From an optimization exercise on the open Yosys and OpenROAD flow, aimed at small area; shortcuts taken in it are not production practice. No activity file was given, so power comes from the tool's default toggle rates.

Setup of main:
## uart_caesar_decoder
module uart_caesar_decoder (
    input  wire       clk,         
    input  wire       rst_n,       
    input  wire       uart_rx,     
    output wire       uart_tx,     
    output wire [3:0] leds         
);
    parameter CLK_FREQ  = 50000000;  
    parameter BAUD_RATE = 1000000;
    wire [7:0] rx_data;
    wire       rx_done;
    wire       tx_idle;
    reg  [7:0] tx_data;
    wire       issue;
    uart_rx #(.CLK_FREQ(CLK_FREQ), .BAUD_RATE(BAUD_RATE)) uart_receiver (
        .clk(clk), .rst_n(rst_n), .rx(uart_rx), .data(rx_data), .done(rx_done));
    uart_tx #(.CLK_FREQ(CLK_FREQ), .BAUD_RATE(BAUD_RATE)) uart_transmitter (
        .clk(clk), .rst_n(rst_n), .tx(uart_tx), .data(tx_data), .start(issue), .idle(tx_idle));
    localparam S_WAIT_SHIFT = 0;
    localparam S_WAIT_MSG   = 1;
    localparam S_DECODE     = 2;
    localparam S_SEND       = 3;
    reg  [1:0] state;
    reg        avail;         
    reg  [7:0] shift;
    reg  [6:0] msg_len;
    reg  [6:0] index;
    reg        overflow_flag;
    reg        active;        
    reg [21:0] blink;
    wire [5:0] phase = blink[5:0];
    wire [5:0] phase_next = {phase[4:0], phase[5] ^ phase[4] ^ (phase[4:0] == 5'd0)};
    always @(posedge clk or negedge rst_n)
        if (!rst_n) blink <= {16'hffff, 6'b100000};
        else        blink <= {blink[21:6] + (phase == 6'b100000), phase_next};
    assign leds = active ? (4'b0001 << blink[21:20]) : 4'b0000;
    reg  [511:0] ring;
    wire         slot = (phase == index[5:0]);
    wire [6:0]   index_next = {index[6] | (index[5:0] == 6'b100000),
                               index[4:0], index[5] ^ index[4] ^ (index[4:0] == 5'd0)};
    wire [4:0] low   = rx_data[4:0];
    wire       alpha = (rx_data[7:6] == 2'b01) && (low != 0) && (low <= 26);
    wire [7:0] dec   = alpha ? (rx_data - shift + ((low <= shift) ? 8'd26 : 8'd0)) : rx_data;
    wire is_digit = (rx_data >= "0" && rx_data <= "9");
    wire newline  = (rx_data == 8'h0A);
    wire write = (state == S_WAIT_MSG) && avail && !newline && !index[6] && slot;
  ...
Settings: LEC_CHECK=0, CAP_MARGIN=0, CORE_MARGIN=2, CORE_UTILIZATION=50, PLACE_DENSITY=0.75, SLEW_MARGIN=0; clock period 20.0 ns.
standard.sh (not shown) runs the stock make flow with config.mk's settings and CLKGATE_MAP_FILE= SYNTH_SCRIPT=/design/flow/synth_recipe.tcl, a recipe that flattens the netlist after the stock synthesis.
==> flow/flow/run.sh <==
#!/bin/bash
# Own layout flow: the standard synthesis, then the combinational logic is
# re-mapped with a stronger ABC script (every register instance is kept as
# it is), then the standard layout with custom clock-tree options.
set -euo pipefail
W=$(pwd)
F=$W/flow
R=$W/orfs/results/$FLOW_PLATFORM/uart_caesar_decoder/base
PLAT=$FLOW_HOME/platforms/$FLOW_PLATFORM
LIB=$PLAT/lib/sky130_fd_sc_hd__tt_025C_1v80.lib

# 1. standard synthesis
bash standard.sh synth > $W/log_1_synth.log 2>&1

# 2. re-map the combinational logic; flip-flops stay as they are
cp $R/1_2_yosys.v $W/std_1_2_yosys.v
DU=$(sed -n '/DONT_USE_CELLS/,/^$/p' $PLAT/config.mk | grep -o 'sky130_fd_sc_hd__[a-z0-9_]*' | sed 's/^/-dont_use /' | tr '\n' ' ')
yosys -l $W/log_2_resyn.log -p "
read_liberty -ignore_miss_func $LIB
blackbox sky130_fd_sc_hd__df* sky130_fd_sc_hd__edf* sky130_fd_sc_hd__sdf* sky130_fd_sc_hd__dl*
read_verilog $W/std_1_2_yosys.v
hierarchy -top $FLOW_TOP
flatten
opt -purge
abc -liberty $LIB $DU -script $F/resyn.abc
opt_clean -purge
hilomap -singleton -hicell sky130_fd_sc_hd__conb_1 HI -locell sky130_fd_sc_hd__conb_1 LO
opt_clean -purge
tee -o $W/resyn_stat.txt stat -liberty $LIB
write_verilog -noattr -nohex -nodec $W/resyn_1_2_yosys.v
" > /dev/null
cp $W/resyn_1_2_yosys.v $R/1_2_yosys.v
rm -f $R/1_synth.odb $R/1_synth.sdc

# 3. layout
export CTS_ARGS="-sink_clustering_enable -repair_clock_nets -sink_clustering_size 30 -sink_clustering_max_diameter 100 -dont_use_dummy_load"
if [[ -f $F/cts_args ]]; then export CTS_ARGS="$(cat $F/cts_args)"; fi
if [[ -f $F/extra_env ]]; then set -a; source $F/extra_env; set +a; fi
bash standard.sh finish > $W/log_3_layout.log 2>&1
==> flow/flow/cts_args <==
-sink_clustering_enable -repair_clock_nets -dont_use_dummy_load -sink_clustering_size 22 -sink_clustering_max_diameter 60 -buf_list sky130_fd_sc_hd__clkbuf_8
==> flow/flow/extra_env <==
BUFFER_PORTS_ARGS="-buffer_cell sky130_fd_sc_hd__buf_1"
==> flow/flow/resyn.abc <==
strash
dc2
dch -f
amap -m
topo
## Diff of input files: the feature branch against main
==> flow/flow/cts_args <==
-sink_clustering_enable -repair_clock_nets -dont_use_dummy_load -sink_clustering_size 12 -sink_clustering_max_diameter 40 -buf_list sky130_fd_sc_hd__clkbuf_4
Results
NOTE total met3 wirelength after detailed routing main->the feature branch increased by more than 10%. As far as combined area of all synthesized cells is concerned, main and the feature branch perform about the same. Of the feature branch and main, the higher post-route fraction of the period consumed by the critical path belongs to the feature branch. Final worst-path setup slack: the feature branch vs main down 100 ps. ~same sequential share of layout area in the feature branch and main. In the feature branch the total detailed-routing wirelength turned out 1.9% higher than in main. Across both runs, wire length of the first global-routing pass was higher for the feature branch than for main. Changes observed in the feature branch relative to main: highest achievable clock rate has decreased; clock share of power has remained practically unchanged; fraction of the core area covered by cells at the end of the flow has remained practically unchanged; hold slack has increased.
No run of this note included a check of the RTL's function; only the layout flow was run.

separate check: timing with driven ports:
The results above use ideal ports. As a check the final layouts listed here were re-extracted and re-timed, cells and wires unchanged. Step 1 (the two cells are an assumption about what drives the block):
set clk [get_ports {clk}]
set_driving_cell -lib_cell sky130_fd_sc_hd__clkbuf_16 $clk
set_driving_cell -lib_cell sky130_fd_sc_hd__buf_2 [delete_from_list [all_inputs] $clk]
Step 2 also shifts input and output timing later by t, the mid clock arrival at the registers, as if the neighbouring blocks saw the same clock. a / b / c = ideal ports / drivers / drivers and shift; a / b = the first two.
run | t (ns) | setup slack, ns | clock arrival spread, ns
main | 0.625 | 13.753 / 13.709 / 14.333 | 0.077 / 0.077
the feature branch | 0.708 | 13.653 / 13.611 / 14.319 | 0.085 / 0.084
After both steps setup and hold are still met in every run listed.
